This is an optimization exercise on Yosys and OpenROAD, whose aim is small area, a short achievable clock period and few clock cycles, not a production implementation. The RTL was checked by simulation tests, not by an equivalence proof against the original design. No activity file was given, so power comes from the tool's default toggle rates.

**flow/constraint.sdc**
```tcl
create_clock -name core_clock -period 3.3 [get_ports {clk}]
set_input_delay 0.6600 -clock core_clock [delete_from_list [all_inputs] [get_ports {clk}]]
set_output_delay 0.6600 -clock core_clock [all_outputs]
set_load 0.01 [all_outputs]
```
**flow/config.mk**
```make
export PLATFORM = sky130hd
export DESIGN_NAME = seq_mult
export DESIGN_NICKNAME = seq_mult
export VERILOG_FILES = /design/flow/design.v
export SDC_FILE = /design/flow/constraint.sdc
export NUM_CORES = 4
export LEC_CHECK = 0
export CAP_MARGIN = 20
export CORE_MARGIN = 2
export CORE_UTILIZATION = 40
export PLACE_DENSITY = 0.6
export SETUP_SLACK_MARGIN = 0.6
export SLEW_MARGIN = 20
```
**flow/flow/run.sh**
```bash
#!/bin/bash
# The standard layout (standard.sh: standard synthesis and ORFS flow),
# except that buffer_ports puts sky130_fd_sc_hd__buf_2 cells on the ports
# instead of the delay buffers it picks by itself.
set -euo pipefail
cd "$(dirname "$0")/.."
bash standard.sh "BUFFER_PORTS_ARGS=-buffer_cell sky130_fd_sc_hd__buf_2" finish > make_finish.log 2>&1
```
**flow/standard.sh**
```bash
#!/bin/bash
# synth_recipe.tcl (not shown) runs the flow's synth.tcl, then flattens the netlist and writes it again
# the make line also repeats each setting of config.mk as NAME=value (left out here)
make -C /OpenROAD-flow-scripts/flow DESIGN_CONFIG=/design/flow/config.mk WORK_HOME=/design/flow/orfs CLKGATE_MAP_FILE= SYNTH_SCRIPT=/design/flow/synth_recipe.tcl "${@:-finish}"
```
**flow/design.v**
```verilog
module seq_mult(d, done, clk, a, b, go, reset);
  output [63:0] d;
  output reg done;
  input clk;
  input [31:0] a, b;
  input go, reset;
  reg [31:0] m;               
  reg [31:0] q;               
  reg [31:0] hi;              
  reg [3:0] e1, e2, ng;      
  reg ngl;                    
  reg [33:0] s, c;           
  reg [7:0] slo;             
  reg [7:1] clo;             
  reg first;                  
  reg fa0;                    
  reg [2:0] cnt;
  function [11:0] benc(input [8:0] v);
    integer i;
    begin
      for (i = 0; i < 4; i = i + 1) begin
        benc[i] = v[2*i+1] ^ v[2*i];
        benc[4+i] = (v[2*i+2] & ~v[2*i+1] & ~v[2*i]) | (~v[2*i+2] & v[2*i+1] & v[2*i]);
        benc[8+i] = v[2*i+2];
      end
    end
  endfunction
  wire [11:0] enc_go = benc({a[8:1], 1'b0});
  wire [11:0] enc_nx = benc({q[16] & ~(cnt == 3'd2), q[15:8]});
  wire [9:0] lo = slo + {clo, 1'b0} + {ngl, 7'd0};
  wire [1:0] cy = lo[9:8] & {2{~first}};
  wire [33:0] si = {2'd0, m & {32{fa0}}} | s & {34{~first}};
  wire [33:0] ci = {first, 33'd0} | c & {34{~first}};
  wire [32:0] mx = {1'b0, m};
  wire [32:0] m2 = {m, 1'b0};
  wire [32:0] pp0 = (mx & {33{e1[0]}} | m2 & {33{e2[0]}}) ^ {33{ng[0]}};
  wire [32:0] pp1 = (mx & {33{e1[1]}} | m2 & {33{e2[1]}}) ^ {33{ng[1]}};
  wire [32:0] pp2 = (mx & {33{e1[2]}} | m2 & {33{e2[2]}}) ^ {33{ng[2]}};
  wire [32:0] pp3 = (mx & {33{e1[3]}} | m2 & {33{e2[3]}}) ^ {33{ng[3]}};
  wire hs1;
  wire hc2;
  wire hs3;
  wire hc4;
  wire fs5;
  wire fc6;
  wire ft7;
  wire hs8;
  wire hc9;
  wire fs10;
  wire fc11;
  wire ft12;
  wire fs13;
  wire fc14;
  wire ft15;
  wire fs16;
  wire fc17;
  wire ft18;
  wire fs19;
  wire fc20;
  wire ft21;
  wire fs22;
  wire fc23;
  wire ft24;
  wire fs25;
  wire fc26;
  wire ft27;
  wire fs28;
  wire fc29;
  wire ft30;
  wire fs31;
  wire fc32;
  wire ft33;
  wire fs34;
  wire fc35;
  wire ft36;
  wire fs37;
  wire fc38;
  wire ft39;
  wire fs40;
  wire fc41;
  wire ft42;
  wire fs43;
  wire fc44;
  wire ft45;
  wire fs46;
  wire fc47;
  wire ft48;
  wire fs49;
  wire fc50;
  wire ft51;
  wire fs52;
  wire fc53;
  wire ft54;
  wire fs55;
  wire fc56;
  wire ft57;
  wire fs58;
  wire fc59;
  wire ft60;
  wire fs61;
  wire fc62;
  wire ft63;
  wire fs64;
  wire fc65;
  wire ft66;
  wire fs67;
  wire fc68;
  wire ft69;
  wire fs70;
  wire fc71;
  wire ft72;
  wire fs73;
  wire fc74;
  wire ft75;
  wire fs76;
  wire fc77;
  wire ft78;
  wire fs79;
  wire fc80;
  wire ft81;
  wire fs82;
  wire fc83;
  wire ft84;
  wire fs85;
  wire fc86;
  wire ft87;
  wire fs88;
  wire fc89;
  wire ft90;
  wire fs91;
  wire fc92;
  wire ft93;
  wire fs94;
  wire fc95;
  wire ft96;
  wire fs97;
  wire fc98;
  wire ft99;
  wire fs100;
  wire fc101;
  wire ft102;
  wire fs103;
  wire fc104;
  wire ft105;
  wire fs106;
  wire fc107;
  wire ft108;
  wire fs109;
  wire fc110;
  wire ft111;
  wire fs112;
  wire fc113;
  wire ft114;
  wire fs115;
  wire fc116;
  wire ft117;
  wire fs118;
  wire fc119;
  wire ft120;
  wire fs121;
  wire fc122;
  wire ft123;
  wire fs124;
  wire fc125;
  wire ft126;
  wire fs127;
  wire fc128;
  wire ft129;
  wire fs130;
  wire fc131;
  wire ft132;
  wire hs133;
  wire hc134;
  wire hs135;
  wire hc136;
  wire fs137;
  wire fc138;
  wire ft139;
  wire hs140;
  wire hc141;
  wire fs142;
  wire fc143;
  wire ft144;
  wire hs145;
  wire hc146;
  wire fs147;
  wire fc148;
  wire ft149;
  wire fs150;
  wire fc151;
  wire ft152;
  wire fs153;
  wire fc154;
  wire ft155;
  wire fs156;
  wire fc157;
  wire ft158;
  wire fs159;
  wire fc160;
  wire ft161;
  wire fs162;
  wire fc163;
  wire ft164;
  wire fs165;
  wire fc166;
  wire ft167;
  wire fs168;
  wire fc169;
  wire ft170;
  wire fs171;
  wire fc172;
  wire ft173;
  wire fs174;
  wire fc175;
  wire ft176;
  wire fs177;
  wire fc178;
  wire ft179;
  wire fs180;
  wire fc181;
  wire ft182;
  wire fs183;
  wire fc184;
  wire ft185;
  wire fs186;
  wire fc187;
  wire ft188;
  wire fs189;
  wire fc190;
  wire ft191;
  wire fs192;
  wire fc193;
  wire ft194;
  wire fs195;
  wire fc196;
  wire ft197;
  wire fs198;
  wire fc199;
  wire ft200;
  wire fs201;
  wire fc202;
  wire ft203;
  wire fs204;
  wire fc205;
  wire ft206;
  wire fs207;
  wire fc208;
  wire ft209;
  wire fs210;
  wire fc211;
  wire ft212;
  wire fs213;
  wire fc214;
  wire ft215;
  wire fs216;
  wire fc217;
  wire ft218;
  wire fs219;
  wire fc220;
  wire ft221;
  wire fs222;
  wire fc223;
  wire ft224;
  wire fs225;
  wire fc226;
  wire ft227;
  wire fs228;
  wire fc229;
  wire ft230;
  wire fs231;
  wire fc232;
  wire ft233;
  wire fs234;
  wire fc235;
  wire ft236;
  wire fs237;
  wire fc238;
  wire ft239;
  wire fs240;
  wire fc241;
  wire ft242;
  wire fs243;
  wire fc244;
  wire ft245;
  wire fs246;
  wire fc247;
  wire ft248;
  wire fs249;
  wire fc250;
  wire ft251;
  wire fs252;
  wire fc253;
  wire ft254;
  wire fs255;
  wire fc256;
  wire ft257;
  wire fs258;
  wire fc259;
  wire ft260;
  wire fs261;
  wire fc262;
  wire ft263;
  wire fs264;
  wire fc265;
  wire ft266;
  wire fs267;
  wire fc268;
  wire ft269;
  wire fs270;
  wire fc271;
  wire ft272;
  wire fs273;
  wire fc274;
  wire ft275;
  wire fs276;
  wire fc277;
  wire ft278;
  wire fs279;
  wire fc280;
  wire ft281;
  wire fs282;
  wire fc283;
  wire ft284;
  wire fs285;
  wire fc286;
  wire ft287;
  wire hs288;
  wire hc289;
  wire fs290;
  wire fc291;
  wire ft292;
  wire hs293;
  wire hc294;
  wire hs295;
  wire hc296;
  wire fs297;
  wire fc298;
  wire ft299;
  wire fs300;
  wire fc301;
  wire ft302;
  wire fs303;
  wire fc304;
  wire ft305;
  wire fs306;
  wire fc307;
  wire ft308;
  wire fs309;
  wire fc310;
  wire ft311;
  wire fs312;
  wire fc313;
  wire ft314;
  wire fs315;
  wire fc316;
  wire ft317;
  wire fs318;
  wire fc319;
  wire ft320;
  wire fs321;
  wire fc322;
  wire ft323;
  wire fs324;
  wire fc325;
  wire ft326;
  wire fs327;
  wire fc328;
  wire ft329;
  wire fs330;
  wire fc331;
  wire ft332;
  wire fs333;
  wire fc334;
  wire ft335;
  wire fs336;
  wire fc337;
  wire ft338;
  wire fs339;
  wire fc340;
  wire ft341;
  wire fs342;
  wire fc343;
  wire ft344;
  wire fs345;
  wire fc346;
  wire ft347;
  wire fs348;
  wire fc349;
  wire ft350;
  wire fs351;
  wire fc352;
  wire ft353;
  wire fs354;
  wire fc355;
  wire ft356;
  wire fs357;
  wire fc358;
  wire ft359;
  wire fs360;
  wire fc361;
  wire ft362;
  wire fs363;
  wire fc364;
  wire ft365;
  wire fs366;
  wire fc367;
  wire ft368;
  wire fs369;
  wire fc370;
  wire ft371;
  wire fs372;
  wire fc373;
  wire ft374;
  wire fs375;
  wire fc376;
  wire ft377;
  wire fs378;
  wire fc379;
  wire ft380;
  wire fs381;
  wire fc382;
  wire ft383;
  wire fs384;
  wire fc385;
  wire ft386;
  wire fs387;
  wire fc388;
  wire ft389;
  wire fs390;
  wire fc391;
  wire ft392;
  wire fs393;
  wire fc394;
  wire ft395;
  wire fs396;
  wire fc397;
  wire ft398;
  wire fs399;
  wire fc400;
  wire ft401;
  wire fs402;
  wire fc403;
  wire ft404;
  wire fs405;
  wire fc406;
  wire ft407;
  wire fs408;
  wire fc409;
  wire ft410;
  wire fs411;
  wire fc412;
  wire ft413;
  wire hs414;
  wire hc415;
  wire hs416;
  wire hc417;
  assign hs1 = ci[4] ^ si[4];
  assign hc2 = ci[4] & si[4];
  assign hs3 = ng[2] ^ ci[5];
  assign hc4 = ng[2] & ci[5];
  assign ft7 = ci[6] ^ si[6];
  assign fs5 = ft7 ^ pp0[5];
  assign fc6 = (ci[6] & si[6]) | (ft7 & pp0[5]);
  assign hs8 = pp1[3] ^ pp2[1];
  assign hc9 = pp1[3] & pp2[1];
  assign ft12 = ci[7] ^ si[7];
  assign fs10 = ft12 ^ pp0[6];
  assign fc11 = (ci[7] & si[7]) | (ft12 & pp0[6]);
  assign ft15 = ci[8] ^ si[8];
  assign fs13 = ft15 ^ pp0[7];
  assign fc14 = (ci[8] & si[8]) | (ft15 & pp0[7]);
  assign ft18 = pp1[5] ^ pp2[3];
  assign fs16 = ft18 ^ pp3[1];
  assign fc17 = (pp1[5] & pp2[3]) | (ft18 & pp3[1]);
  assign ft21 = ci[9] ^ si[9];
  assign fs19 = ft21 ^ pp0[8];
  assign fc20 = (ci[9] & si[9]) | (ft21 & pp0[8]);
  assign ft24 = ci[10] ^ si[10];
  assign fs22 = ft24 ^ pp0[9];
  assign fc23 = (ci[10] & si[10]) | (ft24 & pp0[9]);
  assign ft27 = pp1[7] ^ pp2[5];
  assign fs25 = ft27 ^ pp3[3];
  assign fc26 = (pp1[7] & pp2[5]) | (ft27 & pp3[3]);
  assign ft30 = ci[11] ^ si[11];
  assign fs28 = ft30 ^ pp0[10];
  assign fc29 = (ci[11] & si[11]) | (ft30 & pp0[10]);
  assign ft33 = ci[12] ^ si[12];
  assign fs31 = ft33 ^ pp0[11];
  assign fc32 = (ci[12] & si[12]) | (ft33 & pp0[11]);
  assign ft36 = pp1[9] ^ pp2[7];
  assign fs34 = ft36 ^ pp3[5];
  assign fc35 = (pp1[9] & pp2[7]) | (ft36 & pp3[5]);
  assign ft39 = ci[13] ^ si[13];
  assign fs37 = ft39 ^ pp0[12];
  assign fc38 = (ci[13] & si[13]) | (ft39 & pp0[12]);
  assign ft42 = ci[14] ^ si[14];
  assign fs40 = ft42 ^ pp0[13];
  assign fc41 = (ci[14] & si[14]) | (ft42 & pp0[13]);
  assign ft45 = pp1[11] ^ pp2[9];
  assign fs43 = ft45 ^ pp3[7];
  assign fc44 = (pp1[11] & pp2[9]) | (ft45 & pp3[7]);
  assign ft48 = ci[15] ^ si[15];
  assign fs46 = ft48 ^ pp0[14];
  assign fc47 = (ci[15] & si[15]) | (ft48 & pp0[14]);
  assign ft51 = ci[16] ^ si[16];
  assign fs49 = ft51 ^ pp0[15];
  assign fc50 = (ci[16] & si[16]) | (ft51 & pp0[15]);
  assign ft54 = pp1[13] ^ pp2[11];
  assign fs52 = ft54 ^ pp3[9];
  assign fc53 = (pp1[13] & pp2[11]) | (ft54 & pp3[9]);
  assign ft57 = ci[17] ^ si[17];
  assign fs55 = ft57 ^ pp0[16];
  assign fc56 = (ci[17] & si[17]) | (ft57 & pp0[16]);
  assign ft60 = ci[18] ^ si[18];
  assign fs58 = ft60 ^ pp0[17];
  assign fc59 = (ci[18] & si[18]) | (ft60 & pp0[17]);
  assign ft63 = pp1[15] ^ pp2[13];
  assign fs61 = ft63 ^ pp3[11];
  assign fc62 = (pp1[15] & pp2[13]) | (ft63 & pp3[11]);
  assign ft66 = ci[19] ^ si[19];
  assign fs64 = ft66 ^ pp0[18];
  assign fc65 = (ci[19] & si[19]) | (ft66 & pp0[18]);
  assign ft69 = ci[20] ^ si[20];
  assign fs67 = ft69 ^ pp0[19];
  assign fc68 = (ci[20] & si[20]) | (ft69 & pp0[19]);
  assign ft72 = pp1[17] ^ pp2[15];
  assign fs70 = ft72 ^ pp3[13];
  assign fc71 = (pp1[17] & pp2[15]) | (ft72 & pp3[13]);
  assign ft75 = ci[21] ^ si[21];
  assign fs73 = ft75 ^ pp0[20];
  assign fc74 = (ci[21] & si[21]) | (ft75 & pp0[20]);
  assign ft78 = ci[22] ^ si[22];
  assign fs76 = ft78 ^ pp0[21];
  assign fc77 = (ci[22] & si[22]) | (ft78 & pp0[21]);
  assign ft81 = pp1[19] ^ pp2[17];
  assign fs79 = ft81 ^ pp3[15];
  assign fc80 = (pp1[19] & pp2[17]) | (ft81 & pp3[15]);
  assign ft84 = ci[23] ^ si[23];
  assign fs82 = ft84 ^ pp0[22];
  assign fc83 = (ci[23] & si[23]) | (ft84 & pp0[22]);
  assign ft87 = ci[24] ^ si[24];
  assign fs85 = ft87 ^ pp0[23];
  assign fc86 = (ci[24] & si[24]) | (ft87 & pp0[23]);
  assign ft90 = pp1[21] ^ pp2[19];
  assign fs88 = ft90 ^ pp3[17];
  assign fc89 = (pp1[21] & pp2[19]) | (ft90 & pp3[17]);
  assign ft93 = ci[25] ^ si[25];
  assign fs91 = ft93 ^ pp0[24];
  assign fc92 = (ci[25] & si[25]) | (ft93 & pp0[24]);
  assign ft96 = ci[26] ^ si[26];
  assign fs94 = ft96 ^ pp0[25];
  assign fc95 = (ci[26] & si[26]) | (ft96 & pp0[25]);
  assign ft99 = pp1[23] ^ pp2[21];
  assign fs97 = ft99 ^ pp3[19];
  assign fc98 = (pp1[23] & pp2[21]) | (ft99 & pp3[19]);
  assign ft102 = ci[27] ^ si[27];
  assign fs100 = ft102 ^ pp0[26];
  assign fc101 = (ci[27] & si[27]) | (ft102 & pp0[26]);
  assign ft105 = ci[28] ^ si[28];
  assign fs103 = ft105 ^ pp0[27];
  assign fc104 = (ci[28] & si[28]) | (ft105 & pp0[27]);
  assign ft108 = pp1[25] ^ pp2[23];
  assign fs106 = ft108 ^ pp3[21];
  assign fc107 = (pp1[25] & pp2[23]) | (ft108 & pp3[21]);
  assign ft111 = ci[29] ^ si[29];
  assign fs109 = ft111 ^ pp0[28];
  assign fc110 = (ci[29] & si[29]) | (ft111 & pp0[28]);
  assign ft114 = ci[30] ^ si[30];
  assign fs112 = ft114 ^ pp0[29];
  assign fc113 = (ci[30] & si[30]) | (ft114 & pp0[29]);
  assign ft117 = pp1[27] ^ pp2[25];
  assign fs115 = ft117 ^ pp3[23];
  assign fc116 = (pp1[27] & pp2[25]) | (ft117 & pp3[23]);
  assign ft120 = ci[31] ^ si[31];
  assign fs118 = ft120 ^ pp0[30];
  assign fc119 = (ci[31] & si[31]) | (ft120 & pp0[30]);
  assign ft123 = ci[32] ^ si[32];
  assign fs121 = ft123 ^ pp0[31];
  assign fc122 = (ci[32] & si[32]) | (ft123 & pp0[31]);
  assign ft126 = pp1[29] ^ pp2[27];
  assign fs124 = ft126 ^ pp3[25];
  assign fc125 = (pp1[29] & pp2[27]) | (ft126 & pp3[25]);
  assign ft129 = ci[33] ^ si[33];
  assign fs127 = ft129 ^ pp1[30];
  assign fc128 = (ci[33] & si[33]) | (ft129 & pp1[30]);
  assign ft132 = ~ng[0] ^ pp0[32];
  assign fs130 = ft132 ^ pp1[31];
  assign fc131 = (~ng[0] & pp0[32]) | (ft132 & pp1[31]);
  assign hs133 = pp2[29] ^ pp3[27];
  assign hc134 = pp2[29] & pp3[27];
  assign hs135 = ~ng[1] ^ pp1[32];
  assign hc136 = ~ng[1] & pp1[32];
  assign ft139 = ng[0] ^ ci[1];
  assign fs137 = ft139 ^ si[1];
  assign fc138 = (ng[0] & ci[1]) | (ft139 & si[1]);
  assign hs140 = ci[2] ^ si[2];
  assign hc141 = ci[2] & si[2];
  assign ft144 = ng[1] ^ ci[3];
  assign fs142 = ft144 ^ si[3];
  assign fc143 = (ng[1] & ci[3]) | (ft144 & si[3]);
  assign hs145 = pp0[2] ^ pp1[0];
  assign hc146 = pp0[2] & pp1[0];
  assign ft149 = pp0[3] ^ pp1[1];
  assign fs147 = ft149 ^ hs1;
  assign fc148 = (pp0[3] & pp1[1]) | (ft149 & hs1);
  assign ft152 = si[5] ^ pp0[4];
  assign fs150 = ft152 ^ pp1[2];
  assign fc151 = (si[5] & pp0[4]) | (ft152 & pp1[2]);
  assign ft155 = pp2[0] ^ hc2;
  assign fs153 = ft155 ^ hs3;
  assign fc154 = (pp2[0] & hc2) | (ft155 & hs3);
  assign ft158 = hc4 ^ hs8;
  assign fs156 = ft158 ^ fs5;
  assign fc157 = (hc4 & hs8) | (ft158 & fs5);
  assign ft161 = pp1[4] ^ pp2[2];
  assign fs159 = ft161 ^ pp3[0];
  assign fc160 = (pp1[4] & pp2[2]) | (ft161 & pp3[0]);
  assign ft164 = hc9 ^ fc6;
  assign fs162 = ft164 ^ fs10;
  assign fc163 = (hc9 & fc6) | (ft164 & fs10);
  assign ft167 = fc11 ^ fs13;
  assign fs165 = ft167 ^ fs16;
  assign fc166 = (fc11 & fs13) | (ft167 & fs16);
  assign ft170 = pp1[6] ^ pp2[4];
  assign fs168 = ft170 ^ pp3[2];
  assign fc169 = (pp1[6] & pp2[4]) | (ft170 & pp3[2]);
  assign ft173 = fc14 ^ fc17;
  assign fs171 = ft173 ^ fs19;
  assign fc172 = (fc14 & fc17) | (ft173 & fs19);
  assign ft176 = fc20 ^ fs22;
  assign fs174 = ft176 ^ fs25;
  assign fc175 = (fc20 & fs22) | (ft176 & fs25);
  assign ft179 = pp1[8] ^ pp2[6];
  assign fs177 = ft179 ^ pp3[4];
  assign fc178 = (pp1[8] & pp2[6]) | (ft179 & pp3[4]);
  assign ft182 = fc23 ^ fc26;
  assign fs180 = ft182 ^ fs28;
  assign fc181 = (fc23 & fc26) | (ft182 & fs28);
  assign ft185 = fc29 ^ fs31;
  assign fs183 = ft185 ^ fs34;
  assign fc184 = (fc29 & fs31) | (ft185 & fs34);
  assign ft188 = pp1[10] ^ pp2[8];
  assign fs186 = ft188 ^ pp3[6];
  assign fc187 = (pp1[10] & pp2[8]) | (ft188 & pp3[6]);
  assign ft191 = fc32 ^ fc35;
  assign fs189 = ft191 ^ fs37;
  assign fc190 = (fc32 & fc35) | (ft191 & fs37);
  assign ft194 = fc38 ^ fs40;
  assign fs192 = ft194 ^ fs43;
  assign fc193 = (fc38 & fs40) | (ft194 & fs43);
  assign ft197 = pp1[12] ^ pp2[10];
  assign fs195 = ft197 ^ pp3[8];
  assign fc196 = (pp1[12] & pp2[10]) | (ft197 & pp3[8]);
  assign ft200 = fc41 ^ fc44;
  assign fs198 = ft200 ^ fs46;
  assign fc199 = (fc41 & fc44) | (ft200 & fs46);
  assign ft203 = fc47 ^ fs49;
  assign fs201 = ft203 ^ fs52;
  assign fc202 = (fc47 & fs49) | (ft203 & fs52);
  assign ft206 = pp1[14] ^ pp2[12];
  assign fs204 = ft206 ^ pp3[10];
  assign fc205 = (pp1[14] & pp2[12]) | (ft206 & pp3[10]);
  assign ft209 = fc50 ^ fc53;
  assign fs207 = ft209 ^ fs55;
  assign fc208 = (fc50 & fc53) | (ft209 & fs55);
  assign ft212 = fc56 ^ fs58;
  assign fs210 = ft212 ^ fs61;
  assign fc211 = (fc56 & fs58) | (ft212 & fs61);
  assign ft215 = pp1[16] ^ pp2[14];
  assign fs213 = ft215 ^ pp3[12];
  assign fc214 = (pp1[16] & pp2[14]) | (ft215 & pp3[12]);
  assign ft218 = fc59 ^ fc62;
  assign fs216 = ft218 ^ fs64;
  assign fc217 = (fc59 & fc62) | (ft218 & fs64);
  assign ft221 = fc65 ^ fs67;
  assign fs219 = ft221 ^ fs70;
  assign fc220 = (fc65 & fs67) | (ft221 & fs70);
  assign ft224 = pp1[18] ^ pp2[16];
  assign fs222 = ft224 ^ pp3[14];
  assign fc223 = (pp1[18] & pp2[16]) | (ft224 & pp3[14]);
  assign ft227 = fc68 ^ fc71;
  assign fs225 = ft227 ^ fs73;
  assign fc226 = (fc68 & fc71) | (ft227 & fs73);
  assign ft230 = fc74 ^ fs76;
  assign fs228 = ft230 ^ fs79;
  assign fc229 = (fc74 & fs76) | (ft230 & fs79);
  assign ft233 = pp1[20] ^ pp2[18];
  assign fs231 = ft233 ^ pp3[16];
  assign fc232 = (pp1[20] & pp2[18]) | (ft233 & pp3[16]);
  assign ft236 = fc77 ^ fc80;
  assign fs234 = ft236 ^ fs82;
  assign fc235 = (fc77 & fc80) | (ft236 & fs82);
  assign ft239 = fc83 ^ fs85;
  assign fs237 = ft239 ^ fs88;
  assign fc238 = (fc83 & fs85) | (ft239 & fs88);
  assign ft242 = pp1[22] ^ pp2[20];
  assign fs240 = ft242 ^ pp3[18];
  assign fc241 = (pp1[22] & pp2[20]) | (ft242 & pp3[18]);
  assign ft245 = fc86 ^ fc89;
  assign fs243 = ft245 ^ fs91;
  assign fc244 = (fc86 & fc89) | (ft245 & fs91);
  assign ft248 = fc92 ^ fs94;
  assign fs246 = ft248 ^ fs97;
  assign fc247 = (fc92 & fs94) | (ft248 & fs97);
  assign ft251 = pp1[24] ^ pp2[22];
  assign fs249 = ft251 ^ pp3[20];
  assign fc250 = (pp1[24] & pp2[22]) | (ft251 & pp3[20]);
  assign ft254 = fc95 ^ fc98;
  assign fs252 = ft254 ^ fs100;
  assign fc253 = (fc95 & fc98) | (ft254 & fs100);
  assign ft257 = fc101 ^ fs103;
  assign fs255 = ft257 ^ fs106;
  assign fc256 = (fc101 & fs103) | (ft257 & fs106);
  assign ft260 = pp1[26] ^ pp2[24];
  assign fs258 = ft260 ^ pp3[22];
  assign fc259 = (pp1[26] & pp2[24]) | (ft260 & pp3[22]);
  assign ft263 = fc104 ^ fc107;
  assign fs261 = ft263 ^ fs109;
  assign fc262 = (fc104 & fc107) | (ft263 & fs109);
  assign ft266 = fc110 ^ fs112;
  assign fs264 = ft266 ^ fs115;
  assign fc265 = (fc110 & fs112) | (ft266 & fs115);
  assign ft269 = pp1[28] ^ pp2[26];
  assign fs267 = ft269 ^ pp3[24];
  assign fc268 = (pp1[28] & pp2[26]) | (ft269 & pp3[24]);
  assign ft272 = fc113 ^ fc116;
  assign fs270 = ft272 ^ fs118;
  assign fc271 = (fc113 & fc116) | (ft272 & fs118);
  assign ft275 = fc119 ^ fs121;
  assign fs273 = ft275 ^ fs124;
  assign fc274 = (fc119 & fs121) | (ft275 & fs124);
  assign ft278 = pp2[28] ^ pp3[26];
  assign fs276 = ft278 ^ ~pp0[32];
  assign fc277 = (pp2[28] & pp3[26]) | (ft278 & ~pp0[32]);
  assign ft281 = fc122 ^ fc125;
  assign fs279 = ft281 ^ fs127;
  assign fc280 = (fc122 & fc125) | (ft281 & fs127);
  assign ft284 = hs133 ^ fc128;
  assign fs282 = ft284 ^ fs130;
  assign fc283 = (hs133 & fc128) | (ft284 & fs130);
  assign ft287 = pp2[30] ^ pp3[28];
  assign fs285 = ft287 ^ ~pp1[32];
  assign fc286 = (pp2[30] & pp3[28]) | (ft287 & ~pp1[32]);
  assign hs288 = hc134 ^ fc131;
  assign hc289 = hc134 & fc131;
  assign ft292 = pp2[31] ^ pp3[29];
  assign fs290 = ft292 ^ hs135;
  assign fc291 = (pp2[31] & pp3[29]) | (ft292 & hs135);
  assign hs293 = pp3[30] ^ ~pp2[32];
  assign hc294 = pp3[30] & ~pp2[32];
  assign hs295 = ~ng[2] ^ pp2[32];
  assign hc296 = ~ng[2] & pp2[32];
  assign ft299 = ci[0] ^ si[0];
  assign fs297 = ft299 ^ cy[0];
  assign fc298 = (ci[0] & si[0]) | (ft299 & cy[0]);
  assign ft302 = pp0[0] ^ cy[1];
  assign fs300 = ft302 ^ fs137;
  assign fc301 = (pp0[0] & cy[1]) | (ft302 & fs137);
  assign ft305 = pp0[1] ^ hs140;
  assign fs303 = ft305 ^ fc138;
  assign fc304 = (pp0[1] & hs140) | (ft305 & fc138);
  assign ft308 = hc141 ^ hs145;
  assign fs306 = ft308 ^ fs142;
  assign fc307 = (hc141 & hs145) | (ft308 & fs142);
  assign ft311 = hc146 ^ fc143;
  assign fs309 = ft311 ^ fs147;
  assign fc310 = (hc146 & fc143) | (ft311 & fs147);
  assign ft314 = fs150 ^ fc148;
  assign fs312 = ft314 ^ fs153;
  assign fc313 = (fs150 & fc148) | (ft314 & fs153);
  assign ft317 = fc151 ^ fc154;
  assign fs315 = ft317 ^ fs156;
  assign fc316 = (fc151 & fc154) | (ft317 & fs156);
  assign ft320 = fs159 ^ fc157;
  assign fs318 = ft320 ^ fs162;
  assign fc319 = (fs159 & fc157) | (ft320 & fs162);
  assign ft323 = fc160 ^ fc163;
  assign fs321 = ft323 ^ fs165;
  assign fc322 = (fc160 & fc163) | (ft323 & fs165);
  assign ft326 = fs168 ^ fc166;
  assign fs324 = ft326 ^ fs171;
  assign fc325 = (fs168 & fc166) | (ft326 & fs171);
  assign ft329 = fc169 ^ fc172;
  assign fs327 = ft329 ^ fs174;
  assign fc328 = (fc169 & fc172) | (ft329 & fs174);
  assign ft332 = fs177 ^ fc175;
  assign fs330 = ft332 ^ fs180;
  assign fc331 = (fs177 & fc175) | (ft332 & fs180);
  assign ft335 = fc178 ^ fc181;
  assign fs333 = ft335 ^ fs183;
  assign fc334 = (fc178 & fc181) | (ft335 & fs183);
  assign ft338 = fs186 ^ fc184;
  assign fs336 = ft338 ^ fs189;
  assign fc337 = (fs186 & fc184) | (ft338 & fs189);
  assign ft341 = fc187 ^ fc190;
  assign fs339 = ft341 ^ fs192;
  assign fc340 = (fc187 & fc190) | (ft341 & fs192);
  assign ft344 = fs195 ^ fc193;
  assign fs342 = ft344 ^ fs198;
  assign fc343 = (fs195 & fc193) | (ft344 & fs198);
  assign ft347 = fc196 ^ fc199;
  assign fs345 = ft347 ^ fs201;
  assign fc346 = (fc196 & fc199) | (ft347 & fs201);
  assign ft350 = fs204 ^ fc202;
  assign fs348 = ft350 ^ fs207;
  assign fc349 = (fs204 & fc202) | (ft350 & fs207);
  assign ft353 = fc205 ^ fc208;
  assign fs351 = ft353 ^ fs210;
  assign fc352 = (fc205 & fc208) | (ft353 & fs210);
  assign ft356 = fs213 ^ fc211;
  assign fs354 = ft356 ^ fs216;
  assign fc355 = (fs213 & fc211) | (ft356 & fs216);
  assign ft359 = fc214 ^ fc217;
  assign fs357 = ft359 ^ fs219;
  assign fc358 = (fc214 & fc217) | (ft359 & fs219);
  assign ft362 = fs222 ^ fc220;
  assign fs360 = ft362 ^ fs225;
  assign fc361 = (fs222 & fc220) | (ft362 & fs225);
  assign ft365 = fc223 ^ fc226;
  assign fs363 = ft365 ^ fs228;
  assign fc364 = (fc223 & fc226) | (ft365 & fs228);
  assign ft368 = fs231 ^ fc229;
  assign fs366 = ft368 ^ fs234;
  assign fc367 = (fs231 & fc229) | (ft368 & fs234);
  assign ft371 = fc232 ^ fc235;
  assign fs369 = ft371 ^ fs237;
  assign fc370 = (fc232 & fc235) | (ft371 & fs237);
  assign ft374 = fs240 ^ fc238;
  assign fs372 = ft374 ^ fs243;
  assign fc373 = (fs240 & fc238) | (ft374 & fs243);
  assign ft377 = fc241 ^ fc244;
  assign fs375 = ft377 ^ fs246;
  assign fc376 = (fc241 & fc244) | (ft377 & fs246);
  assign ft380 = fs249 ^ fc247;
  assign fs378 = ft380 ^ fs252;
  assign fc379 = (fs249 & fc247) | (ft380 & fs252);
  assign ft383 = fc250 ^ fc253;
  assign fs381 = ft383 ^ fs255;
  assign fc382 = (fc250 & fc253) | (ft383 & fs255);
  assign ft386 = fs258 ^ fc256;
  assign fs384 = ft386 ^ fs261;
  assign fc385 = (fs258 & fc256) | (ft386 & fs261);
  assign ft389 = fc259 ^ fc262;
  assign fs387 = ft389 ^ fs264;
  assign fc388 = (fc259 & fc262) | (ft389 & fs264);
  assign ft392 = fs267 ^ fc265;
  assign fs390 = ft392 ^ fs270;
  assign fc391 = (fs267 & fc265) | (ft392 & fs270);
  assign ft395 = fc268 ^ fc271;
  assign fs393 = ft395 ^ fs273;
  assign fc394 = (fc268 & fc271) | (ft395 & fs273);
  assign ft398 = fs276 ^ fc274;
  assign fs396 = ft398 ^ fs279;
  assign fc397 = (fs276 & fc274) | (ft398 & fs279);
  assign ft401 = fc277 ^ fc280;
  assign fs399 = ft401 ^ fs282;
  assign fc400 = (fc277 & fc280) | (ft401 & fs282);
  assign ft404 = fs285 ^ hs288;
  assign fs402 = ft404 ^ fc283;
  assign fc403 = (fs285 & hs288) | (ft404 & fc283);
  assign ft407 = fc286 ^ hc289;
  assign fs405 = ft407 ^ fs290;
  assign fc406 = (fc286 & hc289) | (ft407 & fs290);
  assign ft410 = hc136 ^ hs293;
  assign fs408 = ft410 ^ fc291;
  assign fc409 = (hc136 & hs293) | (ft410 & fc291);
  assign ft413 = pp3[31] ^ hc294;
  assign fs411 = ft413 ^ hs295;
  assign fc412 = (pp3[31] & hc294) | (ft413 & hs295);
  assign hs414 = ~pp3[32] ^ hc296;
  assign hc415 = ~pp3[32] & hc296;
  assign hs416 = ~ng[3] ^ pp3[32];
  assign hc417 = ~ng[3] & pp3[32];
  wire [41:0] ts = {hc417, hs416, hs414, fs411, fc406, fs405, fc400, fc397, fc394, fc391, fc388, fc385, fc382, fc379, fc376, fc373, fc370, fc367, fc364, fc361, fc358, fc355, fc352, fc349, fc346, fc343, fc340, fc337, fc334, fc331, fc328, fc325, fc322, fc319, fc316, fc313, fc310, fc307, fc304, fc301, fc298, fs297};
  wire [41:0] tc = {1'b0, hc415, fc412, fc409, fs408, fc403, fs402, fs399, fs396, fs393, fs390, fs387, fs384, fs381, fs378, fs375, fs372, fs369, fs366, fs363, fs360, fs357, fs354, fs351, fs348, fs345, fs342, fs339, fs336, fs333, fs330, fs327, fs324, fs321, fs318, fs315, fs312, fs309, fs306, fs303, fs300, 1'b0};
  wire [39:0] xa = {s[31:0], slo};
  wire [39:0] xb = {c[31:0], clo, 1'b0};
  wire [39:0] sum = xa + xb;
  always @(posedge clk, posedge reset)
    if (reset)
      done <= 1'b0;
    else if (go)
      done <= 1'b0;
    else if (cnt == 3'd4)
      done <= 1'b1;
  always @(posedge clk)
    if (go) begin
      first <= 1'b1;
      fa0 <= a[0];
      cnt <= 3'd0;
      q <= a;
      {ng, e2, e1} <= enc_go;
    end else begin
      first <= 1'b0;
      fa0 <= 1'b0;
      {ng, e2, e1} <= enc_nx;
      if (!done) begin
        cnt <= cnt + 3'd1;
        q <= {lo[7:0], q[31:8]};
      end
    end
  always @(posedge clk)
    m <= b & {32{go}} | m & {32{~go}};
  always @(posedge clk) begin
    s <= ts[41:8];
    c <= tc[41:8];
    slo <= ts[7:0];
    clo <= tc[7:1];
    ngl <= ng[3];
    if (!done && cnt == 3'd4)
      hi <= sum[39:8];
  end
  assign d = {hi, q};
endmodule
```
==> reports/results.txt, run 1 <==
Max-capacitance violation count: 0. Compared with the post-synthesis result, the final layout area differs by 18.68%. Clock latency on the worst-skew pair, taken at its later pin, is 0.45 ns.

The final critical path takes up 87.94% of the cycle. Power density over the cells: 1121 nW/um^2. Routability-driven placement finished with a final weighted congestion of 0.8485. The worst hold slack after final layout is 0.02373 ns.

Number of levels the H-tree was split into: 4. The kind of critical path is flop to flop. In this run the horizontal extent of the chip is 192 um. The flip-flop cell with the highest count after synthesis was dfxtp_1. Based on the critical path, the design can be clocked at up to 344.6 MHz. For the post-detailed-placement cell area, the log shows 15260 sq um. For this run the aggregate overflow at the end of global routing stands at 0.

The run gives 0 as the residual antenna-violating net count after detailed routing. The number of sinks handled by clock tree synthesis was 197; the required time reported for the critical path endpoint was 3.49 ns. The proportion of register bits with asynchronous set or reset after synthesis came out at 0.5076%. The floorplan die height is 192 um. TritonCTS built the clock tree.

The boundary pin count was 132; the total leakage power was 0.006896 uW. Clock period minus worst slack: 2.902 ns. CTS placed an instance of clkbuf_16 at the clock tree root. The post-route cell area is 16780 sq um, and the wire length of the first global-routing pass is 58120 um. The fill cell instance count of the final layout is 3203. The critical path starts at slo[4].

The routed wire length is 38120 um. For the arrival time of data at the critical path endpoint, the log shows 3.09 ns. The cell accounting for the most synthesized area was edfxtp_1.

Setup repair after global routing could not meet its margin everywhere. In this run the tool buffered the top-level ports with 131 buffer cells. The number of nets in the synthesized netlist is 1592. The number of antenna diodes in the final layout is 0.

In this run the biggest area consumer among cell types represents 20.39% of the synthesized area. At the placement stage, the worst setup path has a slack of 0.2575 ns. Averaged over all synthesized cells, the footprint is 10.64 sq um. In this run the deepest clock path goes through 2 buffers. Actual transition at the worst max-transition pin: 1.028 ns. The run finished with no timing, DRC or antenna violations. For the number of endpoints with negative hold slack in the final report, the log shows 0.

Clock-pin slew was measured on the worst setup and hold paths at 0.08 ns. The met1 usage in global routing was 29.50%; the final-report setup violation count was 0. STA classifies the critical path startpoint as a flop.

Relative slew slack: 31.30%. The met2 routing resource usage after global routing is 31.23%, and the count of pins over their slew limit is 0. After floorplanning, the core was sized to cover 34710 sq um.

The slack of the critical path was 0.3979 ns. In the global route stage, met3 resource usage came out at 4.202%. Post-synthesis instance area: 14140 sq um. By count the netlist is led by 161 x xnor2_1, 152 x a22oi_1, 137 x inv_1. Of the cells placed in the final design, the portion with a size suffix greater than 1 is 25.29%. The via count of the first global-routing pass is 10270. The average routed wire per standard cell came out at 19.75 um.

The global-route total usage across every layer came out at 20.63%. For the violation count after the first detailed-routing iteration, the log shows 709. The logs give 46 for the pin count of the biggest net entering global routing and 64 for the distinct cell type count after synthesis.

The routed layout has 10490 vias. The count of mapped cells out of synthesis came out at 1329. For the final routed database, the setup TNS stands at 0 ns.

The run gives 0.01115 ns as the final clock skew. For this run, the register share of the synthesized area comes to 34.73%. The area enclosed by the die boundary was 36860 sq um. The number of buffers inserted during clock tree synthesis is 17. After synthesis, the cell types taking the most area are edfxtp_1 20%, fa_1 19%, dfxtp_1 14%, xnor2_1 10%, a22oi_1 8.1%. Post-layout net count: 1725. STA classifies the critical path endpoint as a flop. For the placed wire-length estimate, the log shows 27650 um. The run gives 0 as the number of antenna violations at the first check in global routing. The initial standard-cell utilization of the core was 40.73%; the number of flops mapped to enable cells by yosys was 96. Type of the most critical hold path: input pin to asynchronous set/reset pin. The highest net fanout along the worst path was 4; the iteration count of the initial detailed-routing pass was 5. After detailed routing, the number of remaining DRC violations is 0. The number of warning messages in the yosys log was 1.

After detailed routing, the number of vias per cell comes to 5.433. The global routing stage identified its most utilized layer as met2. IR analysis of the VDD net gives a maximum drop of 0.4388 mV.

By instance count, the leading cell after synthesis is xnor2_1. The hold-fix buffer count after cts came out at 0. The origin of the critical flop-to-flop path was slo[4]. In this run the core area contains 68 standard-cell rows. The flip-flop and latch count after synthesis is 197.
worst max-delay path, stage by stage (launching register included):
cell      delay (ns)
dfxtp_4         0.37
ha_4            0.13
inv_2           0.03
fa_2            0.32
a21boi_2        0.16
a311o_1         0.32
a211o_1         0.30
a211o_1         0.32
a21oi_4         0.27
and3_4          0.24
or3_1           0.10
o311ai_1        0.07
repair_timing:
item                                    CTS  global route
gates resized for setup                  28            81
pin swaps                                 7            49
setup buffers                            11            51
endpoints found under the setup margin   74            51
gates cloned                              0             2
worst paths after layout:
kind | end | slack [ns] | cells past startpoint
worst max-delay path | hi[30] | 0.40 | 11
worst min-delay path | done | 0.02 | 2
worst max register to register | hi[30] | 0.40 | 11
worst min register to register | cnt[0] | 0.55 | 2
max in group asynchronous | done | 3.19 | 2
min in group core_clock | flop | 0.38 | 1
per-layer routing:
layer | wire length, um | part of all wire [%]
met3 | 3009 | 7.9
met2 | 16990 | 45
met5 | 0 | 0
met4 | 739 | 1.9
met1 | 17380 | 46
stage by stage:
step	utilization, %	instances	total power [uW]
2_1_floorplan	-	1329	12820
3_3_place_gp	43.95	1834	15680
3_5_place_dp	43.95	1834	15890
4_1_cts	46.18	1877	18310
5_1_grt	48.33	1930	20660
6_report	48.33	1930	18800
cells in the final DEF (no fill, tap or decap), drive strengths merged, types with 3 or more instances in the layout:
master / n
mux2: 24
nand4: 11
o21bai: 11
nand3: 10
nand2: 83
o21ai: 29
inv: 149
and2: 4
nand2b: 4
edfxtp: 96
a21o: 12
nor3: 10
or2: 4
o31ai: 3
dfxtp: 100
clkinv: 3
fa: 136
ha: 60
buf: 216
clkbuf: 22
nor2: 32
a21oi: 49
a211oi: 6
a22o: 3
a211o: 3
xnor2: 161
nand3b: 3
o311ai: 3
a22oi: 152
and3: 5
xor2: 17
o211ai: 3
nor2b: 9
a21boi: 4
a31oi: 8
cells by family after synthesis:
group	Yosys count	share of synthesized area (%)
buffers and inverters	247	6.691
flip-flops	197	34.73
multiplexers	26	2.053
AO/OA/AOI/OAI	300	14.78
AND/OR/NAND/NOR	185	6.151
XOR/XNOR	178	11.03
adder cells (fa/ha/maj)	196	24.57
power breakdown:
group | total, uW | internal [uW] | switching, uW
Clock | 2130 | 1080 | 1050
Combinational | 12100 | 5320 | 6820
Sequential | 4530 | 3860 | 669
cell type report:
class	count	area [sq um]	area share, %
Sequential cell	197	4943	29.46
Inverter	141	539.3	3.214
Timing Repair Buffer	220	1494	8.904
Tap cell	455	569.3	3.393
Clock inverter	14	157.7	0.9396
Multi-Input combinational cell	885	8646	51.53
Clock buffer	18	429.2	2.558
Testbench counts, summed over its fixed seeds: cycles 14,408.
==> inputs of run 2 (changes only) <==
--- a/flow/config.mk
+++ b/flow/config.mk
@@ -8,6 +8,7 @@
 export CAP_MARGIN = 20
 export CORE_MARGIN = 2
 export CORE_UTILIZATION = 40
+export GPL_ROUTABILITY_DRIVEN = 0
 export PLACE_DENSITY = 0.6
-export SETUP_SLACK_MARGIN = 0.6
+export SETUP_SLACK_MARGIN = 0.45
 export SLEW_MARGIN = 20
==> run 2 against run 1 <==
  * Still clean
  * Clock-buffer cell count is 1 higher
  * Power decreased by 2.6%
  * Via count fell by 3.8%
  * Flip-flop and latch count unchanged
  * Clock skew down 0.0016 ns
==> reports/results.txt, run 2 <==
The number of antenna violations at the first check in global routing was 0. The worst hold path belongs to the class input pin to asynchronous set/reset pin. The number of warning messages in the yosys log was 1. Dividing the final minimum period by the clock period gives 86.25%. Counting flops with an async set or reset pin after synthesis yields a share of 0.5076%. The total leakage power came out at 0.006522 uW. The run gives 0 as the number of endpoints with negative hold slack in the final report. The total area of sequential cells is 4921 sq um, and the floorplan die height is 192 um.

The pre-antenna-repair detailed-routing pass consisted of 5 iterations. The worst-case IR drop observed on VDD is 0.4199 mV. Summed over all layers, the routed wires come to 36390 um. The first global-routing pass estimated 57860 um of wire.

The run gives 0 as the max-capacitance violation count. Setup repair after global routing could not meet its margin everywhere. Fill cells in the final layout number 3297.

Measured on the finished design, the core utilization comes to 45.98%. TritonCTS built the clock tree. In the final timing run, aggregate negative setup slack is 0 ns. Data on the critical path arrives at its endpoint at 3.03 ns.

Buffers placed on the I/O ports in this run total 131. For the achievable clock frequency, the log shows 351.3 MHz. The post-synthesis instance area is 14140 sq um, and the clock transition time at the flip-flop clock pins of the worst setup and hold paths is 0.08 ns. For the clock insertion delay at the later pin of the skew report, the log shows 0.45 ns.

The logs give 0 for the count of pins over their slew limit and 957 for the violation count after the first detailed-routing iteration. The antenna diode instance count is 0. Leaving out fill and tap cells, the most frequent cell in the layout is xnor2_1. The hold-fix buffer count after cts was 0; the number of flops mapped to enable cells by yosys was 96.

The run finished with no timing, DRC or antenna violations. The pin count of the biggest net entering global routing came out at 66. Via total after detailed routing: 10090. The tree is rooted in a clkbuf_16. The leading cell type by number of instances after synthesis was xnor2_1. The post-route netlist has 18.22% of its cells at a drive strength greater than 1. The global-route total usage across every layer is 20.40%, and the width of the die is 192 um.

The final clock skew is 0.009597 ns. The tools report the launching element type of the critical path as a flop. At the pin with the least slew margin, the transition time is 1.014 ns. The flip-flop and latch count after synthesis works out to 197.

The run gives 0 as the final-report setup violation count. The placed wire-length estimate was 27620 um; the clock period minus worst slack was 2.846 ns. The number of different library cells used by synthesis comes to 64. Power spread over the standard cell area amounts to 1147 nW/um^2. In the routed layout, each cell is associated on average with a via count of 5.394.

Yosys attributes the largest share of cell area to edfxtp_1 20%, fa_1 19%, dfxtp_1 14%, xnor2_1 10%, a22oi_1 8.1%. The die covers 36860 sq um. The initialized floorplan defines 68 standard-cell rows.

The run gives 0 as the residual antenna-violating net count after detailed routing. The startpoint identified for the worst register-to-register timing path is slo[4]. The library cells used most frequently in the layout, excluding fill and tap cells, are 161 x xnor2_1, 152 x a22oi_1, 137 x inv_1. Among all flip-flop cells after synthesis, the most frequent one is dfxtp_1. STA classifies the critical path endpoint as a flop. For this run the aggregate overflow at the end of global routing stands at 0. Sequential elements use 34.73% of the synthesized area.

The count of unresolved DRC violations after routing was 0; the average routed wire per standard cell was 19.45 um. Launch point of the critical path: slo[4]. For this run, the post-layout net count is 1666. The average instance in the mapped netlist occupies 10.64 sq um. Along the worst path, the maximum fanout reaches 4. When the netlist entered floorplanning its net count stood at 1592. In this run the tightest slew margin relative to its limit is 32.25%. The initial standard-cell utilization of the core was 40.73%.

Synthesis handed over a netlist of 1329 instances. Compared with the post-synthesis result, the final layout area differs by 12.89%. The logs give 132 for the boundary pin count and 10240 for the via count of the first global-routing pass. No sink is reached through more buffers than the 2 on the longest clock path. The required time reported for the critical path endpoint was 3.48 ns. The tree built by TritonCTS fans out to 197 sinks. The H-tree generated during clock tree synthesis spans 4 levels.

Counting the buffers created by CTS gives 17. After synthesis, the most frequently instantiated cells are 161 x xnor2_1, 152 x a22oi_1, 137 x inv_1. The core footprint is 34710 sq um, and the area share of the leading cell type in the synthesized netlist is 20.39%. edfxtp_1 takes more of the synthesized area than any other cell. The critical path is of the flop to flop type. In the final layout, the multi-input gates occupy 8402 sq um.
==> run 2: repair_timing <==
action	CTS	global route
buffers inserted	0	3
resized for setup	13	24
gates cloned	0	0
pin swaps	5	9
endpoints found under the setup margin	52	48
==> run 2: final timing paths <==
check,slack [ns],cells past startpoint,endpoint
max,0.45,11,hi[30]
min,0.03,2,done
max reg2reg,0.45,11,hi[30]
min reg2reg,0.56,2,cnt[0]
max in group asynchronous,3.19,2,done
min in group core_clock,0.38,1,flop
==> run 2: routing by layer <==
metal | up-vias | routed length, um | global-route usage [%] | part of all wire [%]
li1 | 4684 | - | - | -
met1 | 5016 | 17640 | 30.98 | 48
met2 | 349 | 15880 | 29.77 | 44
met3 | 43 | 2266 | 3.800 | 6.2
met4 | 0 | 597 | 5.138 | 1.6
met5 | - | 0 | 0 | 0
==> run 2: where the power goes <==
group / internal (uW) / leakage (uW) / switching [uW] / total (uW)
Combinational: 5030 / 0.00446 / 6710 / 11700
Clock: 994 / 0.000261 / 1030 / 2030
Sequential: 3850 / 0.00180 / 689 / 4540
==> run 2: metrics by stage <==
stage / total power [uW] / instance area [sq um] / setup WS, ns / std cells / hold slack [ns]
6_report: 18310 / 15960 / 0.4536 / 1871 / 0.02796
5_1_grt: 20190 / 15960 / 0.3433 / 1871 / 0.001954
4_1_cts: 18180 / 15860 / 0.3816 / 1868 / 0.006201
3_5_place_dp: 16050 / 15260 / 0.2495 / 1836 / 0.4981
3_3_place_gp: 15690 / 15260 / 0.2811 / 1836 / 0.4962
2_1_floorplan: 12810 / 14140 / 0.4615 / 1329 / 0.3300
==> run 2: cell type report <==
class / instances / area share (%)
well taps: 455 / 3.567
clock inverters: 13 / 0.7369
inverters: 141 / 3.347
multi-input cells: 885 / 52.64
flip-flops and latches: 197 / 30.83
clock buffers: 19 / 2.712
repair buffers: 161 / 6.162
==> run 2: kinds of logic (layout without fill, tap and decap cells) <==
| logic type | after synthesis | count (layout) | share of synthesized area (%) |
|---|---|---|---|
| AOI/OAI and AO/OA | 300 | 300 | 14.78 |
| buffers and inverters | 247 | 334 | 6.691 |
| DFF | 197 | 197 | 34.73 |
| xor gates and xnor gates | 178 | 178 | 11.03 |
| muxes | 26 | 26 | 2.053 |
| adders and majority gates | 196 | 196 | 24.57 |
| and+or+nand+nor | 185 | 185 | 6.151 |
==> run 2: critical path, cell delays in order (launching register included) <==
cell and delay (ns):
dfxtp_2 0.36, ha_4 0.13, inv_1 0.04, fa_2 0.33
a21boi_1 0.13, a311o_1 0.32, a211o_1 0.30, a211o_1 0.32
a21oi_4 0.23, and3_4 0.23, or3_4 0.11, o311ai_2 0.07
==> inputs of run 3 (changes only) <==
--- a/flow/config.mk
+++ b/flow/config.mk
@@ -8,7 +8,6 @@
 export CAP_MARGIN = 20
 export CORE_MARGIN = 2
 export CORE_UTILIZATION = 40
-export GPL_ROUTABILITY_DRIVEN = 0
 export PLACE_DENSITY = 0.6
 export SETUP_SLACK_MARGIN = 0.45
 export SLEW_MARGIN = 20
==> run 3 against run 2 <==
  * Still clean on timing, DRC and antenna
  * Via count is the same
  * Critical path depth is the same
  * Non-clock buffer count is the same
  * Combinational power is essentially flat
  * Flip-flop and latch count is the same
  * Register-to-register slack is essentially flat
  * Power is the same
  * Synthesized cell count is the same
  * Clock power is essentially flat
  * Critical path type unchanged
==> reports/results.txt, run 3 <==
The run finished with no timing, DRC or antenna violations. For the number of endpoints with negative hold slack in the final report, the log shows 0. Yosys instantiated no cell more often than xnor2_1. The logs give 0 for the number of antenna violations at the first check in global routing and 68 for the count of standard-cell rows. Measured along the y axis, the die boundary spans 192 um.

The global route total overflow was 0; the count of port buffers added during placement was 131. After routing, the total negative slack on setup checks comes to 0 ns. The area share of xor/xnor cells in the synthesized design came out at 11.03%. Achievable clock frequency: 351.3 MHz. In this run the deepest clock path goes through 2 buffers. Number of vias per cell: 5.394. Summed over all cells, the static leakage comes to 0.006522 uW. The share of total power dissipated in combinational logic is 64.1%. Counting flops and latches in the post-synthesis netlist gives 197. The number of clock buffers added by TritonCTS is 17.

The multiplexer fraction of the synthesized cell area was 2.053%. Setup repair after global routing could not meet its margin everywhere. Summed over all instances, the cell type with the most area after synthesis is edfxtp_1.

Once the floorplan was initialized, standard cells occupied 40.73% of the core. The via count of the first global-routing pass is 10240, and the adder-cell share of the synthesized area is 24.57%. The startpoint identified for the worst register-to-register timing path is slo[4]. In this run the worst setup path begins at slo[4]. The boundary pin count was 132; the clock insertion delay at the later pin of the skew report was 0.45 ns. The required time reported for the critical path endpoint is 3.48 ns, and the proportion of register bits with asynchronous set or reset after synthesis is 0.5076%. For the fraction of the yosys area taken by sequential cells, the log shows 34.73%. Dividing the synthesized area by the synthesized cell count gives 10.64 sq um. For the power dissipated by switching net loads, the log shows 8434 uW. Count of pins over their slew limit: 0. The path class of the tightest hold or removal check is input pin to asynchronous set/reset pin. The run gives 32.25% as the relative slew slack. Cells fill 45.98% of the core in the end.

For the number of warning messages in the yosys log, the log shows 1. The root buffer cell chosen for the clock tree is clkbuf_16. The width of the die was 192 um. Max-cap violations in this run came to 0.

The simple-gate share of the synthesized area is 6.151%. The core region is 34710 sq um. The placed wire-length estimate is 27620 um, and the total nets after synthesis is 1592.

The length in cells of the worst reg-to-reg path came out at 11. After synthesis, the most frequently instantiated cells are 161 x xnor2_1, 152 x a22oi_1, 137 x inv_1. In this run, flip-flops and latches consume 24.8% of the power.

Summed over all layers, the routed wires come to 36390 um. For the hold-fix buffer count after cts, the log shows 0. The top cell types in the final layout, fill and taps aside, are 161 x xnor2_1, 152 x a22oi_1, 137 x inv_1. For this run, the leading register cell type out of synthesis is dfxtp_1.

Along the worst path, the maximum fanout reaches 4. The kind of critical path was flop to flop. The number of placed instances, taps included, is 1836. The first detailed-routing pass took 5 iterations. The number of cells in the finished layout apart from fillers is 1871.

In this run the critical register-to-register path is captured at hi[30]. The period utilization was 86.25%. Most common cell after layout, fill and taps aside: xnor2_1.

The repair_antennas step left the layout with diodes totalling 0. In the global route stage, overall resource usage came out at 20.40%. The actual transition at the worst max-transition pin was 1.014 ns; the violation count after the first detailed-routing iteration was 957. Dividing the detail-routed wire length by the instance count gives 19.45 um. The logs give 15960 sq um for the post-route cell area and 0 for the final-report setup violation count.

By area, the combinational part of the netlist is dominated by adder cells. The worst setup path is captured at a flop. The tools report the total chip power as 18310 uW. Wire length of the first global-routing pass: 57860 um. Counting flops with a built-in enable in the synthesized netlist gives 96. At the end of routability-driven placement, the weighted congestion stood at 0.8700.

Entering global routing, the biggest net connects 66 pins. The most critical setup path has its endpoint at hi[30]. The number of levels the H-tree was split into is 4, and the number of sinks handled by clock tree synthesis is 197.

In the routed design, unresolved DRC markers number 0. The tools report the final clock skew as 0.009597 ns. The worst setup path is launched from a flop.

The clock network is responsible for 11.1% of the overall power. The die covers 36860 sq um. The net switching fraction of the power was 46.07%; the post-layout net count was 1666. The count of mapped cells out of synthesis was 1329. Ranked by total cell area, the synthesized netlist is headed by edfxtp_1 20%, fa_1 19%, dfxtp_1 14%, xnor2_1 10%, a22oi_1 8.1%. The power density over the cells was 1147 nW/um^2.

The synthesized netlist devotes 14.78% of its cell area to compound gates. The via total after detailed routing was 10090; the post-detailed-placement cell area was 15260 sq um. The post-synthesis instance area was 14140 sq um. The worst register-to-register path has a setup slack of 0.45 ns. The residual antenna-violating net count after detailed routing came out at 0. After clock tree synthesis, the clock-pin slew on the worst setup and hold paths is 0.08 ns. In this run, distinct cell masters in the synthesized netlist total 64. The fraction of layout cells with a size suffix above 1 was 18.22%.

TritonCTS built the clock tree. The clock period minus worst slack works out to 2.846 ns. The cell internal power dissipation came out at 9873 uW.

The area growth from synthesis to layout is 12.89%. After synthesis, the largest area contributor takes up 20.39% of total cell area. For the worst supply voltage drop on vdd, the log shows 0.4199 mV. At the worst endpoint, the arrival time is 3.03 ns.
==> run 3: cell counts after synthesis <==
No cell type changed its count.
==> run 3: power by group through the flow <==
stage | Combinational, uW | Sequential [uW] | Clock [uW]
final | 11700 | 4540 | 2030
after global routing | 13400 | 4620 | 2160
after CTS | 11600 | 4530 | 2070
after detailed placement | 11500 | 4570 | 0
after global placement | 11100 | 4580 | 0
after floorplan | 8520 | 4290 | 0
==> run 3: cells by family (layout without fill, tap and decap cells) <==
kind of cell | Yosys count | after routing
flip-flops | 197 | 197
AND/OR/NAND/NOR | 185 | 185
adder cells (fa/ha/maj) | 196 | 196
AO/OA/AOI/OAI | 300 | 300
XOR/XNOR | 178 | 178
buffers and inverters | 247 | 334
multiplexers | 26 | 26
==> run 3: final cells by class <==
type | count | area, sq um
Clock inverter | 13 | 117.6
Fill cell | 3297 | 18750
Inverter | 141 | 534.3
Multi-Input combinational cell | 885 | 8402
Tap cell | 455 | 569.3
Timing Repair Buffer | 161 | 983.4
Clock buffer | 19 | 432.9
Sequential cell | 197 | 4921
==> run 3: worst min path at each step <==
stage                end  start  cells past startpoint  slack, ns
global placement    done  reset                      2       0.50
detailed placement  done  reset                      2       0.50
CTS                 done  reset                      2      0.006
finish              done  reset                      2       0.03
global route        done  reset                      2      0.002
floorplan            ngl  ng[3]                      0       0.33
==> run 3: critical path: stages (launching register included) <==
cell and delay (ns):
dfxtp_2 0.36, ha_4 0.13, inv_1 0.04, fa_2 0.33, a21boi_1 0.13, a311o_1 0.32, a211o_1 0.30, a211o_1 0.32
a21oi_4 0.23, and3_4 0.23, or3_4 0.11, o311ai_2 0.07
==> run 3: through the flow <==
stage / hold WS, ns / setup WS (ns)
6_report: 0.02796 / 0.4536
5_1_grt: 0.001954 / 0.3433
4_1_cts: 0.006201 / 0.3816
3_5_place_dp: 0.4981 / 0.2495
3_3_place_gp: 0.4962 / 0.2811
2_1_floorplan: 0.3300 / 0.4615
==> run 3: repair_timing <==
item / CTS / global route
endpoints found under the hold margin: 0 / 0
pin swaps: 5 / 9
buffers inserted: 0 / 3
cloned: 0 / 0
resized for setup: 13 / 24
endpoints found under the setup margin: 52 / 48
==> run 3: metal layers <==
| layer | up-vias | wire length [um] | GRT usage [%] |
|---|---|---|---|
| met1 | 5016 | 17640 | 30.98 |
| met2 | 349 | 15880 | 29.77 |
| met5 | - | 0 | 0 |
| met4 | 0 | 597 | 5.138 |
| li1 | 4684 | - | - |
| met3 | 43 | 2266 | 3.800 |
==> inputs of run 4 (changes only) <==
--- a/flow/config.mk
+++ b/flow/config.mk
@@ -7,7 +7,7 @@
 export LEC_CHECK = 0
 export CAP_MARGIN = 20
 export CORE_MARGIN = 2
-export CORE_UTILIZATION = 40
-export PLACE_DENSITY = 0.6
+export CORE_UTILIZATION = 50
+export PLACE_DENSITY = 0.7
 export SETUP_SLACK_MARGIN = 0.45
 export SLEW_MARGIN = 20
==> run 4 against run 3 <==
  * Critical endpoint unchanged
  * Worst setup slack worse by 0.087 ns
  * Clock power is about 10% higher
  * Non-clock buffer count stayed put
  * Critical path depth stayed put
  * Global-route usage is 4.6 points higher
  * Largest cell class unchanged
==> reports/results.txt, run 4 <==
The clock transition time at the flip-flop clock pins of the worst setup and hold paths was 0.07 ns; the utilization after layout was 57.49%. The width of the die is 172.2 um. The floorplan die height was 172.2 um; the layout overhead on the synthesized area was 12.97%. Buffer type at the clock tree root: clkbuf_16. After detailed routing, the average wire length per cell comes to 19.67 um. For the worst setup path, the data required time is 3.48 ns.

For the number of warning messages in the yosys log, the log shows 1. The run gives 6 as the iteration count of the initial detailed-routing pass. Among all flip-flop cells after synthesis, the most frequent one is dfxtp_1.

The share of the Yosys chip area taken by registers is 34.73%. The flip-flop and latch count after synthesis came out at 197. The logs give 1666 for the post-layout net count and 24.96% for the global-route total usage across every layer. Power comes to 18550 uW.

The run gives 132 as the boundary pin count. In the final layout, the share of cells above drive strength 1 is 18.01%. The most common cell in the synthesized netlist is xnor2_1. The length in cells of the worst reg-to-reg path was 11; the pin count of the biggest net entering global routing was 56.

The number of nets in the synthesized netlist is 1592. In this run the cell area of the synthesized design comes to 14140 sq um. Counting flops with an async set or reset pin after synthesis yields a share of 0.5076%. The run gives 0 as the number of endpoints with negative hold slack in the final report.

The run gives 12.1% as the clock share of power. Initial standard-cell utilization of the core: 50.89%. The count of standard-cell rows was 61.

The kind of critical path is flop to flop. STA classifies the critical path startpoint as a flop. Number of buffers inserted during clock tree synthesis: 17.

The count of port buffers added during placement was 131; the count of cell instances traversed by the critical path was 11. The number of antenna violations at the first check in global routing came out at 0. The number of vias per cell came out at 5.701.

In this run the worst hold path is classified as input pin to asynchronous set/reset pin. Setup repair after global routing could not meet its margin everywhere. After synthesis, the netlist uses 64 different library cells. The run gives 10420 as the via count of the first global-routing pass.

The number of flops mapped to enable cells by yosys was 96. Of all cell types, the one taking the most synthesized area is edfxtp_1. Global route total overflow: 0. In the layout the commonest cells are 161 x xnor2_1, 152 x a22oi_1, 136 x inv_1. The clock arrives with 0.009669 ns of skew. Number of buffer and inverter stages on the critical path: 1.

In the finished design, the share of the clock period the worst path needs comes to 88.91%. STA classifies the critical path endpoint as a flop. The run gives 34.34% as the relative slew slack. The flow ran to the end and the layout has no timing, DRC or antenna violations.

For the worst-skew pair, the clock arrives at the later sink with an insertion delay of 0.45 ns. The number of antenna diodes in the final layout is 0. The logs give 29640 sq um for the area enclosed by the die boundary and 27780 sq um for the core footprint. Ranked by total cell area, the synthesized netlist is headed by edfxtp_1 20%, fa_1 19%, dfxtp_1 14%, xnor2_1 10%, a22oi_1 8.1%.

The clock passes through at most 2 buffers. The library cell used most frequently in the layout, excluding fill and tap cells, is xnor2_1. After technology mapping, the gate count stands at 1329. The critical-path cell with the highest stage delay is a211o_1.

The number of hold buffers added after CTS was 0. TritonCTS built the clock tree. The final weighted congestion in routability-driven placement is 0.8945, and the via total after detailed routing is 10230. In this run the worst path has a maximum fanout of 4.

Once detailed placement completed, the half-perimeter wirelength came to 26130 um. Of the total power, combinational logic draws 63.2%. Summed over all nets, the switching power comes to 8335 uW. The area share of the leading cell type in the synthesized netlist came out at 20.39%. Setup violations remaining at the end of the flow were counted as 0.

The cell internal power dissipation was 10210 uW; the net switching fraction of the power was 44.94%. In this design, the largest share of critical-path delay is due to compound AO/OA/AOI/OAI gates. The tool flagged a number of max-cap violations equal to 0. The first routing iteration left 1038 violations. The largest stage delay on the critical path works out to 0.37 ns. The routed wire length is 35280 um. Power spread over the standard cell area amounts to 1161 nW/um^2. The first global-routing pass estimated 56550 um of wire.

The most numerous cell type found on the critical path is a211o_1. STA puts the critical path data arrival time at 3.11 ns. The tools report the achievable clock frequency as 340.8 MHz.

The commonest cells after synthesis are 161 x xnor2_1, 152 x a22oi_1, 137 x inv_1. The tools report the count of unresolved DRC violations after routing as 0. CTS saw 197 sinks.

Averaged over all synthesized cells, the footprint is 10.64 sq um. The worst path in the final design needs a cycle of 2.934 ns, including I/O delays and setup. The sum of negative setup slack came out at 0 ns.

The signal on the critical path passes through ha_4, inv_1, fa_2, a21boi_1, a311o_1, a211o_1, a211o_1, a21oi_4, and3_4, or3_4, o311ai_2. At the pin with the least slew margin, the transition time is 0.9825 ns. The logs give 0.006574 uW for the total leakage power and 0 for the count of pins over their slew limit. The residual antenna-violating net count after detailed routing was 0; the fraction of power consumed by sequential logic was 24.7%.

The worst supply voltage drop on vdd was 0.4886 mV; the number of levels the H-tree was split into was 4.
## run 4: cell count changes in the layout (fill, tap and decap cells not counted), moves of 2 or more
cell and change:
buf_4 -2, bufinv_16 +3, clkbuf_16 +2, clkinvlp_4 -2, dfxtp_1 +2, dfxtp_2 -3
ha_2 -2, ha_4 +3, inv_2 +2, inv_6 -3, inv_8 -2
## run 4: kinds of logic after synthesis
group / share of synthesized area (%)
multiplexers: 2.053
AND/OR/NAND/NOR: 6.151
adder cells (fa/ha/maj): 24.57
XOR/XNOR: 11.03
buffers and inverters: 6.691
flip-flops: 34.73
AO/OA/AOI/OAI: 14.78
## run 4: stage by stage
step	cells	hold WS [ns]	instance area, sq um	setup WS (ns)
after global placement	1757	0.4988	15160	0.3282
after global routing	1794	0.03529	15970	0.2914
after floorplan	1329	0.3300	14140	0.4615
after detailed placement	1757	0.4944	15160	0.2786
final	1794	0.03195	15970	0.3661
after CTS	1789	0.01721	15830	0.4284
## run 4: power groups by stage
stage	combinational, uW	clock, uW	sequential (uW)
5_1_grt	13400	2370	4650
4_1_cts	11500	2290	4540
6_report	11700	2240	4580
3_3_place_gp	11000	0	4570
2_1_floorplan	8520	0	4290
3_5_place_dp	11300	0	4570
## run 4: timing repair
item	CTS	global route
setup buffers	0	5
cloned	0	0
resized for setup	12	22
setup endpoints to repair	16	35
pin swaps	2	17
hold endpoints to repair	0	0
## run 4: final cells by class
cell class | count | area [sq um]
inverters | 141 | 531.8
well taps | 378 | 473.0
fillers | 2377 | 11810
clock inverters | 10 | 140.1
repair buffers | 161 | 999.7
multi-input cells | 885 | 8408
clock buffers | 22 | 496.7
flip-flops and latches | 197 | 4921
## run 4: final timing paths
check	from	endpoint	slack, ns
max in group asynchronous	reset	done	3.18
min	reset	done	0.03
max reg2reg	slo[4]	hi[30]	0.37
max	slo[4]	hi[30]	0.37
min in group core_clock	b[8]	flop	0.38
min reg2reg	cnt[0]	cnt[0]	0.55
## run 4: routing by layer
layer	wire (um)	vias up	GRT usage (%)
met2	16040	469	38.26
met5	0	-	0
met1	15610	5040	35.65
li1	-	4675	-
met4	523	0	6.467
met3	3108	43	6.088

## static timing again, ports no longer ideal
How much do the figures lean on ideal ports? The routed layouts below were timed once more, with nothing changed but the port constraints. Step 1: set_driving_cell puts a clkbuf_16 on clk and a buf_2 on each other input, an assumption about the parent block. Step 2 times the ports against the registers' clock, not the clock port: input delays grow and output delays shrink by t, the midpoint of the rising clock arrivals with the driver on. Three values: ideal ports, drivers, drivers and shift; two values: the first two.
run	t, ns	setup WS [ns]	hold slack, ns	worst setup path at the end	clock arrival spread, ns
run 1	0.495	0.398 / 0.398 / 0.398	0.024 / -0.004 / 0.491	register to register	0.013 / 0.012
run 2	0.498	0.454 / 0.454 / 0.454	0.028 / -0.003 / 0.495	register to register	0.012 / 0.011
run 3	0.498	0.454 / 0.454 / 0.454	0.028 / -0.003 / 0.495	register to register	0.012 / 0.011
run 4	0.493	0.366 / 0.366 / 0.366	0.032 / 0.002 / 0.495	register to register	0.010 / 0.010
After both steps every run listed still meets setup and hold.
